This design comes from an exercise in tuning for small area, a short achievable clock period and few clock cycles on the open sky130 flow, not from production work.
In this exercise RTL edits were held to simulation tests only and were not proved equivalent to the original.

==> inputs of run Y <==
==> flow/design.v (excerpt) <==
module cnn_accel (
    input         clk,
    input         rst_n,       
    input         cnn_start,   
    output        cnn_finish,  
    output        mem_we,
    output [19:0] mem_addr,
    output [15:0] mem_wdata,
    input  [15:0] mem_rdata
);
Settings: LEC_CHECK=0, CAP_MARGIN=20, CORE_MARGIN=2, CORE_UTILIZATION=40, SLEW_MARGIN=20; clock period 20.0 ns.
run.sh (not shown) runs the stock make flow with config.mk's settings and CLKGATE_MAP_FILE= SYNTH_SCRIPT=/design/flow/synth_recipe.tcl, a recipe that flattens the netlist after the stock synthesis.
==> run R (differences from run Y) <==
--- a/flow/design.v
+++ b/flow/design.v
@@ -469,14 +469,53 @@
 wire [27:0] ra = {fc88, fc87, fc86, fc85, fc84, fc83, fc82, fc81, fc80, fc79, fc78, fc77, fc76, fc75, fc74, fc73, fc72, fc71, fc70, fc69, fc68, fc67, fc66, hc19, hc18, hs18, pp_0_1, pp_0_0};
 wire [27:0] rb = {fs89, fs88, fs87, fs86, fs85, fs84, fs83, fs82, fs81, fs80, fs79, fs78, fs77, fs76, fs75, fs74, fs73, fs72, fs71, fs70, fs69, fs68, fs67, fs66, hs19, neg[1], 1'b0, neg[0]};
 wire [12:0] lo = {1'b0, ra[11:0]} + {1'b0, rb[11:0]};
 assign s = ra[27:12];
 assign c = rb[27:12];
 assign c12 = lo[12];
 endmodule
+module bk_add #(parameter W = 16, parameter L = 5) (   
+    input  [W-1:0] a,
+    input  [W-1:0] b,
+    input          ci,
+    output [W-1:0] s
+);
+wire [W:0] g0 = {a & b, ci};
+wire [W:0] p0 = {a ^ b, 1'b0};
+wire [W:0] g [0:2*L];
+wire [W:0] p [0:2*L];
+assign g[0] = g0;
+assign p[0] = p0;
+genvar lv, i;
+generate
+    for (lv = 0; lv < L; lv = lv + 1) begin : up
+        for (i = 0; i <= W; i = i + 1) begin : b
+            if ((i % (2 << lv)) == ((2 << lv) - 1)) begin : m
+                assign g[lv+1][i] = g[lv][i] | (p[lv][i] & g[lv][i - (1 << lv)]);
+                assign p[lv+1][i] = p[lv][i] & p[lv][i - (1 << lv)];
+            end else begin : k
+                assign g[lv+1][i] = g[lv][i];
+                assign p[lv+1][i] = p[lv][i];
+            end
+        end
+    end
+    for (lv = L - 2; lv >= 0; lv = lv - 1) begin : dn
+        for (i = 0; i <= W; i = i + 1) begin : b
+            if (i >= (3 << lv) - 1 && ((i + 1 - (1 << lv)) % (2 << lv)) == 0) begin : m
+                assign g[2*L-1-lv][i] = g[2*L-2-lv][i] | (p[2*L-2-lv][i] & g[2*L-2-lv][i - (1 << lv)]);
+                assign p[2*L-1-lv][i] = p[2*L-2-lv][i] & p[2*L-2-lv][i - (1 << lv)];
+            end else begin : k
+                assign g[2*L-1-lv][i] = g[2*L-2-lv][i];
+                assign p[2*L-1-lv][i] = p[2*L-2-lv][i];
+            end
+        end
+    end
+endgenerate
+assign s = p0[W:1] ^ g[2*L-1][W-1:0];
+endmodule
 module cnn_accel (
     input         clk,
     input         rst_n,       
     input         cnn_start,   
     output        cnn_finish,  
     output        mem_we,
     output [19:0] mem_addr,
@@ -492,14 +531,15 @@
 localparam S_PR    = 3'd5;   
 localparam S_PD    = 3'd6;   
 localparam K_NONE = 2'd0;
 localparam K_X    = 2'd1;
 localparam K_W    = 2'd2;
 localparam K_P    = 2'd3;
 reg [2:0]  st;
+reg        start_q;     
 reg        fin_q;
 reg        we_q;
 reg [19:0] addr_q;
 reg [15:0] wdata_q;
 assign cnn_finish = fin_q;
 assign mem_we     = we_q;
 assign mem_addr   = addr_q;
@@ -536,51 +576,67 @@
 reg [1:0]  kc, kr;      
 reg [3:0]  k;           
 reg [5:0]  og;          
 reg [4:0]  oc, orow;    
 reg        ft;          
 reg        pv;          
 reg [1:0]  wsel;        
+wire n_tr1  = (tr == 12'd1);
+wire n_kc   = (kc == c_kmax);
+wire n_kr   = (kr == c_kmax);
+wire n_lg   = (og == c_gmax);
+wire n_loc  = (oc == c_ohmax);
+wire n_prow = (oc[3:0] == c_pomax);
 reg f_tr1, f_skip, f_kc, f_kr, f_lg, f_loc, f_lpos, f_prow;
 always @(posedge clk) begin
-    f_tr1  <= (tr == 12'd1);
+    f_tr1  <= n_tr1;
     f_skip <= c_skip && (tr == 12'd4);
-    f_kc   <= (kc == c_kmax);
-    f_kr   <= (kr == c_kmax);
-    f_lg   <= (og == c_gmax);
-    f_loc  <= (oc == c_ohmax);
-    f_lpos <= (oc == c_ohmax) && (orow == c_ohmax);
-    f_prow <= (oc[3:0] == c_pomax);
+    f_kc   <= n_kc;
+    f_kr   <= n_kr;
+    f_lg   <= n_lg;
+    f_loc  <= n_loc;
+    f_lpos <= n_loc && (orow == c_ohmax);
+    f_prow <= n_prow;
 end
 wire last_k = (k == P - 1);
+wire [11:0] tr_b  = {~tr[10:0] & tr_b[10:0], 1'b1};    
+wire [11:0] tr_m1 = tr ^ tr_b;
+wire [5:0]  og_c  = {og[4:0] & og_c[4:0], 1'b1};       
+wire [5:0]  og_p1 = og ^ og_c;
+wire [4:0]  oc_c  = {oc[3:0] & oc_c[3:0], 1'b1};
+wire [4:0]  oc_p1 = oc ^ oc_c;
+wire [4:0]  or_c  = {orow[3:0] & or_c[3:0], 1'b1};
+wire [4:0]  or_p1 = orow ^ or_c;
 reg [1:0]  i_kind;      
 reg        i_f;         
 reg  [19:0] ainc;
-always @(*) begin
+always @(posedge clk) begin
     case (st)
-    S_X:     ainc = wsel[1] ? c_wapos7 : ft ? c_ohsq : c_wnext;
-    S_W:     ainc = (k != 4'd0) ? {9'd0, c_n} :
-                    f_tr1 ? (!f_lg ? c_xlg : f_loc ? c_xlr : c_xlp) :
-                    !f_kc ? 20'd1 : !f_kr ? c_xrow : c_xch;
-    S_WR:    ainc = (k != 4'd0) ? c_ohsq : 20'd1;
-    default: ainc = (k == 4'd0) ? (f_prow ? 20'd1 : c_pup) :
-                    (k == 4'd2) ? c_pdown : 20'd1;
+    S_X:     ainc <= n_tr1 ? (!n_lg ? c_xlg : n_loc ? c_xlr : c_xlp) :
+                     !n_kc ? 20'd1 : !n_kr ? c_xrow : c_xch;
+    S_W:     ainc <= !last_k ? {9'd0, c_n} : f_tr1 ? 20'd1 : c_wnext;
+    S_WR:    ainc <= !last_k ? c_ohsq : f_lg ? c_wapos7 : c_ohsq;
+    default: ainc <= (k == 4'd4) ? (n_prow ? 20'd1 : c_pup) :
+                     (k == 4'd1) ? c_pdown : 20'd1;
     endcase
 end
-wire [19:0] a_add = addr_q + ainc;
+wire [19:0] a_add;
+bk_add #(.W(20), .L(5)) u_aadd (.a(addr_q), .b(ainc), .ci(1'b0), .s(a_add));
 always @(posedge clk or negedge rst_n) begin
     if (!rst_n) begin
-        st    <= S_IDLE;
-        fin_q <= 1'b0;
-        we_q  <= 1'b0;
+        st      <= S_IDLE;
+        start_q <= 1'b0;
+        fin_q   <= 1'b0;
+        we_q    <= 1'b0;
     end else begin
-        fin_q <= 1'b0;
-        we_q  <= 1'b0;
+        start_q <= cnn_start;
+        fin_q   <= 1'b0;
+        we_q    <= 1'b0;
         case (st)
-        S_IDLE:  if (cnn_start) st <= S_INIT;
+        S_IDLE:  if (start_q) st <= S_INIT;
         S_INIT:  st <= S_X;
         S_X:     st <= S_W;
         S_W:     if (last_k) st <= f_tr1 ? S_WR : S_X;
         S_WR: begin
             we_q <= !(f_lg && c_orem != 3'd0 && k >= c_orem);
             if (last_k) begin
                 if (!f_lg || !f_lpos)     st <= S_X;
@@ -633,15 +689,15 @@
             xa <= a_add;
         end
         i_kind <= f_skip ? K_NONE : K_W;
         i_f <= ft;
         k <= k + 4'd1;
         if (last_k) begin
             ft <= 1'b0;
-            tr <= tr - 12'd1;
+            tr <= tr_m1;
             k  <= 4'd0;
         end
     end
     S_WR: begin
         if (k == 4'd0) begin
             addr_q <= wa;
             wt <= f_lg ? c_w : a_add;
@@ -649,19 +705,19 @@
         k <= k + 4'd1;
         if (last_k) begin
             k  <= 4'd0;
             tr <= {1'b0, c_n};
             ft <= 1'b1;
             wsel <= {f_lg, ~f_lg};
             if (!f_lg) begin
-                og <= og + 6'd1;
+                og <= og_p1;
             end else if (!f_lpos) begin
                 og <= 6'd0;
-                oc <= f_loc ? 5'd0 : oc + 5'd1;
-                if (f_loc) orow <= orow + 5'd1;
+                oc <= f_loc ? 5'd0 : oc_p1;
+                if (f_loc) orow <= or_p1;
             end else if (lay[0] | lay[1]) begin
                 xa <= c_pin; wa <= c_pout; tr <= c_pwin; oc <= 5'd0; pv <= 1'b0;
             end else begin
                 lay <= {lay[3:0], 1'b0};
             end
         end
     end
@@ -673,16 +729,16 @@
         4'd0: if (!pv) addr_q <= xa;   
         4'd3: begin addr_q <= wa; xa <= a_add; end
         4'd4: begin
             addr_q <= xa;
             if (pv) wa <= a_add;
             pv <= 1'b1;
             k  <= 4'd0;
-            oc <= f_prow ? 5'd0 : oc + 5'd1;
-            tr <= tr - 12'd1;
+            oc <= f_prow ? 5'd0 : oc_p1;
+            tr <= tr_m1;
         end
         default: ;
         endcase
     end
     S_PD: begin
         addr_q <= wa;
         k <= k + 4'd1;
@@ -691,55 +747,54 @@
             lay <= {lay[3:0], 1'b0};
         end
     end
     default: ;
     endcase
 end
 reg [1:0] d1_kind, d2_kind, d3_kind;
-reg       d1_f, d2_f, d3_f, d3_w;
+reg       d1_f, d2_f, d3_f, d2_z;
 always @(posedge clk) begin
     d1_kind <= i_kind;  d1_f <= i_f;
     d2_kind <= d1_kind; d2_f <= d1_f;
     d3_kind <= d2_kind; d3_f <= d2_f;
-    d3_w    <= (d2_kind == K_W);
+    d2_z    <= (d1_kind == K_NONE);
 end
 reg [15:0] rd_q;        
 reg [7:0]  x_one, x_two, x_neg;   
 reg [15:0] ps, pc;      
 reg        pc12;        
-reg        e_v;         
 reg        e_f;         
 reg [15:0] ring [0:P];
 wire [7:0] b_one, b_two, b_neg;
 booth_enc u_enc (.x(rd_q), .one(b_one), .two(b_two), .neg(b_neg));
 wire [15:0] ms, mc;
 wire        mc12;
 mul_cs u_mul (.one(x_one), .two(x_two), .neg(x_neg), .w(rd_q),
               .s(ms), .c(mc), .c12(mc12));
 wire [15:0] base = e_f ? 16'd0 : ring[P];
-wire [15:0] qs   = e_v ? ps : 16'd0;
-wire [15:0] qc   = e_v ? pc : 16'd0;
-wire [15:0] as   = base ^ qs ^ qc;
-wire [15:0] ac   = (base & qs) | (base & qc) | (qs & qc);
-wire [15:0] acc  = as + {ac[14:0], e_v & pc12};
+wire [15:0] as   = base ^ ps ^ pc;
+wire [15:0] ac   = (base & ps) | (base & pc) | (ps & pc);
+wire [15:0] acc;
+bk_add #(.W(16), .L(5)) u_acc (.a(as), .b({ac[14:0], pc12}), .ci(1'b0), .s(acc));
+wire [15:0] gt_c = {(rd_q[14:0] & ~wdata_q[14:0]) | (~(rd_q[14:0] ^ wdata_q[14:0]) & gt_c[14:0]), 1'b0};
+wire        rd_gt = (rd_q[15] & ~wdata_q[15]) | (~(rd_q[15] ^ wdata_q[15]) & gt_c[15]);
 integer j;
 always @(posedge clk) begin
-    rd_q <= mem_rdata;
+    rd_q <= d2_z ? 16'd0 : mem_rdata;
     if (d3_kind == K_X) begin
         x_one <= b_one;
         x_two <= b_two;
         x_neg <= b_neg;
     end
     ps   <= ms;
     pc   <= mc;
     pc12 <= mc12;
-    e_v  <= d3_w;
     e_f  <= d3_f;
     ring[0] <= acc;
     for (j = 1; j <= P; j = j + 1) ring[j] <= ring[j-1];
     if (d3_kind == K_P) begin
-        if (d3_f || rd_q > wdata_q) wdata_q <= rd_q;
+        if (d3_f || rd_gt) wdata_q <= rd_q;
     end else if (st == S_WR) begin
         wdata_q <= (c_relu && ring[2][15]) ? 16'd0 : ring[2];
     end
 end
 endmodule
==> flow/flow/run.sh (new file) <==
#!/bin/bash
# The standard layout (the standard.sh: ORFS with the standard synthesis,
# floorplan, power grid and tap cells), with one change: every input and
# output port is still given its own buffer, but a plain sky130 buffer
# (buf_2) instead of the delay cell (clkdlybuf4s50_1) buffer_ports picks by
# default, which adds about 0.6 ns to every path into or out of the design.
set -euo pipefail
export BUFFER_PORTS_ARGS="-buffer_cell sky130_fd_sc_hd__buf_2"
bash standard.sh > standard_make.log 2>&1
==> flow/standard.sh (new file) <==
#!/bin/bash
# synth_recipe.tcl (not shown) runs the flow's synth.tcl, then flattens the netlist and writes it again
# the make line also repeats each setting of config.mk as NAME=value (left out here)
make -C /OpenROAD-flow-scripts/flow DESIGN_CONFIG=/design/flow/config.mk WORK_HOME=/design/flow/orfs CLKGATE_MAP_FILE= SYNTH_SCRIPT=/design/flow/synth_recipe.tcl "${@:-finish}"
==> flow/config.mk (replaced) <==
export PLATFORM = sky130hd
export DESIGN_NAME = cnn_accel
export DESIGN_NICKNAME = cnn_accel
export VERILOG_FILES = /design/flow/design.v
export SDC_FILE = /design/flow/constraint.sdc
export NUM_CORES = 4
export LEC_CHECK = 0
export CAP_MARGIN = 5
export CORE_MARGIN = 2
export CORE_UTILIZATION = 65
export CTS_CLUSTER_DIAMETER = 80
export CTS_CLUSTER_SIZE = 24
export SLEW_MARGIN = 5
removed: flow/run.sh
==> notes <==
- Between run Y and run R, the lower count of clock-buffer cells in the layout is in run R (gap 30).
- Of run R and run Y, run Y has the higher non-clock buffer count (gap 4).
- Between run R and run Y, the lower cell count is in run R (gap about 20%, measured against run Y).
- Critical path depth is the same in run R and run Y.
- Of run Y and run R, run Y has the higher via count (gap about 16%, measured against run R).
- Global-route usage: run Y is lower than run R (8.4 points).
==> figures <==
                                                                                               run Y                    run R
Fraction of met1 tracks used by global routing                                                 28.8%                    39.4%
Result of the run                                                            complete, no violations  complete, no violations
Final wirelength                                                                            64800 um                 51400 um
Die span in x                                                                                 238 um                   183 um
Share of synthesized cell area in full adder, half adder and majority cells                    14.4%                    17.2%
CTS Sinks                                                                                        386                      401
Insertion delay of the later-clocked pin in the worst-skew pair                              0.59 ns                  0.56 ns
R2r setup slk                                                                               14.79 ns                 15.94 ns
Sequential standard cell area                                                             9200 sq um               9510 sq um
Worst setup path startpoint                                                                addr_q[6]               wdata_q[3]
Worst Reg-to-Reg Cells                                                                            18                       10
WL per Instance                                                                              22.2 um                  21.9 um
Fill cells                                                                                      5048                     2390
Testbench counts of run Y, summed over its fixed seeds: cycles 8,190,645.
Testbench counts of run R, summed over its fixed seeds: cycles 8,190,648.

==> static timing again, ports no longer ideal <==
How much do the figures lean on ideal ports? The routed layouts below were timed once more, with nothing changed but the port constraints. Step 1 assumes that a clkbuf_16 drives the clock port and a buf_2 every other input. Step 2 times the ports against the registers' clock, not the clock port: input delays grow and output delays shrink by t, the midpoint of the rising clock arrivals with the driver on. Three values: ideal, step 1, step 2; two values: the first two.
run	t (ns)	slack for setup (ns)	pins driven straight from the clock port
run Y	0.632	14.256 / 14.199 / 14.634	1
run R	0.603	14.880 / 14.826 / 15.429	1
After both steps every run listed still meets setup and hold.
